This is an optimization exercise on Yosys and OpenROAD, whose aim is small area, a short achievable clock period and few clock cycles, not a production implementation.
Function was checked by simulation only, so behaviour that the tests miss may differ from the original.
Power and IR drop assume default switching activity.

==> flow/design.v (excerpt) <==
module proc (
   imem_addr, dmem_addr, dmem_wdata, dmem_en, dmem_wr, halt,
   clk, rst, imem_rdata, dmem_rdata
   );
For scale: roughly 1,900 cells after synthesis, roughly 14,000 um2 of cells after synthesis.
==> flow/config.mk <==
export PLATFORM = sky130hd
export DESIGN_NAME = proc
export DESIGN_NICKNAME = proc
export VERILOG_FILES = /design/flow/design.v
export SDC_FILE = /design/flow/constraint.sdc
export NUM_CORES = 4
export LEC_CHECK = 0
export ABC_AREA = 1
export CAP_MARGIN = 20
export CORE_MARGIN = 2
export CORE_UTILIZATION = 40
export CTS_BUF_LIST = sky130_fd_sc_hd__clkbuf_16
export CTS_CLUSTER_DIAMETER = 120
export CTS_CLUSTER_SIZE = 24
export SETUP_SLACK_MARGIN = 4.8
export SLEW_MARGIN = 20
==> flow/constraint.sdc <==
create_clock -name core_clock -period 9.0 [get_ports {clk}]
set_input_delay 1.8000 -clock core_clock [delete_from_list [all_inputs] [get_ports {clk}]]
set_output_delay 1.8000 -clock core_clock [all_outputs]
set_load 0.01 [all_outputs]
run.sh (not shown) runs the stock make flow with config.mk's settings and CLKGATE_MAP_FILE= SYNTH_SCRIPT=/design/flow/synth_recipe.tcl, a recipe that flattens the netlist after the stock synthesis.
The baseline passed the timing, DRC and antenna checks.
Testbench counts at the start, summed over its fixed seeds: cycles 87,473.
Rerun with:
CTS_CLUSTER_DIAMETER = 100   (was 120)
CTS_CLUSTER_SIZE = 20   (was 24)
SETUP_SLACK_MARGIN = 5.0   (was 4.8)
Setup slack is better by 0.17 ns.
Design area climbs by 2.5%.
Critical path depth drops by 12.
Sequential cell count stays the same.
Count of clock-buffer cells in the layout came out higher by 2.
Hold slack got worse by 0.051 ns.
Total power rose by 3.5%.
First-iteration DRC count is lower by 8.4%.
Rerun with:
CORE_UTILIZATION = 50   (was 40)
Synthesized area is unchanged; clock power went down by 3.2%; first-iteration DRC count went up by 9.2%.
Rerun with:
==> flow/flow/run.sh (new file) <==
#!/bin/bash
bash standard.sh SETUP_SLACK_MARGIN=5.5 finish > standard.log 2>&1
==> flow/standard.sh (new file) <==
#!/bin/bash
# synth_recipe.tcl (not shown) runs the flow's synth.tcl, then flattens the netlist and writes it again
# the make line also repeats each setting of config.mk as NAME=value (left out here)
make -C /OpenROAD-flow-scripts/flow DESIGN_CONFIG=/design/flow/config.mk WORK_HOME=/design/flow/orfs CLKGATE_MAP_FILE= SYNTH_SCRIPT=/design/flow/synth_recipe.tcl "${@:-finish}"
CORE_UTILIZATION = 40   (was 50)
removed: flow/run.sh
Wire length rises by 9.4%.
Clock skew goes up by 0.013 ns.
Area after synthesis does not change.
Die area climbs by 24%.
Rerun with:
==> flow/flow/run.sh (replaced) <==
#!/bin/bash
# Standard layout, unchanged; logs kept in the work folder.
bash standard.sh > standard.log 2>&1
Outcome: Synthesized cell count stays the same. Utilization goes down by 4.3 points. Power went down by 4.9%. Register-to-register slack got worse by 0.19 ns. Global-route usage falls by 1.4 points. Design area drops by 8.2%. Combinational power goes down by about 10%. Hold slack gains 0.039 ns. Sequential power barely changes. Via count decreases by 4.6%. Critical path depth goes down by 7.

========
before:
Starting RTL as in the previous note.
==> flow/config.mk <==
export PLATFORM = sky130hd
export DESIGN_NAME = proc
export DESIGN_NICKNAME = proc
export VERILOG_FILES = /design/flow/design.v
export SDC_FILE = /design/flow/constraint.sdc
export NUM_CORES = 4
export LEC_CHECK = 0
export ABC_AREA = 1
export CAP_MARGIN = 20
export CORE_MARGIN = 2
export CORE_UTILIZATION = 40
export CTS_BUF_LIST = sky130_fd_sc_hd__clkbuf_16
export CTS_CLUSTER_DIAMETER = 100
export CTS_CLUSTER_SIZE = 20
export PLACE_DENSITY = 0.75
export SETUP_SLACK_MARGIN = 5.0
export SLEW_MARGIN = 20
==> flow/constraint.sdc <==
create_clock -name core_clock -period 9.0 [get_ports {clk}]
set_input_delay 1.8000 -clock core_clock [delete_from_list [all_inputs] [get_ports {clk}]]
set_output_delay 1.8000 -clock core_clock [all_outputs]
set_load 0.01 [all_outputs]
Stock flow here: none of the scripts above is used.
Testbench counts of before, summed over its fixed seeds: cycles 87,473.
Input-level comparison between after and before:
Settings: setting GPL_TIMING_DRIVEN to 0 for the first time; removing PLACE_DENSITY (formerly 0.75).
Findings:
Each of the runs, namely after and before, reached the end of the flow and came out clean.
Per the comparison of after with before, largest vdd supply drop picked up an extra 32%; via count picked up an extra 1.0%; worst hold slack after final layout lost 0.064 ns; final weighted congestion in routability-driven placement lost 8.0%.

==> what the ideal ports hide <==
How much do the figures lean on ideal ports? The routed layouts below were timed once more, with nothing changed but the port constraints. Step 1 (the two cells are an assumption about what drives the block):
set clk [get_ports {clk}]
set_driving_cell -lib_cell sky130_fd_sc_hd__clkbuf_16 $clk
set_driving_cell -lib_cell sky130_fd_sc_hd__buf_2 [delete_from_list [all_inputs] $clk]
Step 2 moves the port delays by t, midway between the first and last clock arrival at a register: inputs arrive t later, outputs are due t later. That takes back most of the time a late clock gives input paths. a / b / c = ideal / step 1 / step 2; a / b = the first two.
run | t, ns | setup slack, ns | clock arrival spread, ns
the first run of note 1 | 0.536 | 4.866 / 4.817 / 4.359 | 0.041 / 0.041
the second run of note 1 | 0.554 | 5.035 / 4.982 / 4.533 | 0.037 / 0.037
the third run of note 1 | 0.534 | 5.019 / 4.967 / 4.546 | 0.020 / 0.019
the fourth run of note 1 | 0.544 | 5.164 / 5.114 / 4.640 | 0.033 / 0.034
the fifth run of note 1 | 0.554 | 5.035 / 4.982 / 4.533 | 0.037 / 0.037
before | 0.538 | 4.998 / 4.949 / 4.556 | 0.032 / 0.033
after | 0.546 | 5.011 / 4.958 / 4.487 | 0.048 / 0.047
After both steps every run listed still meets setup and hold.
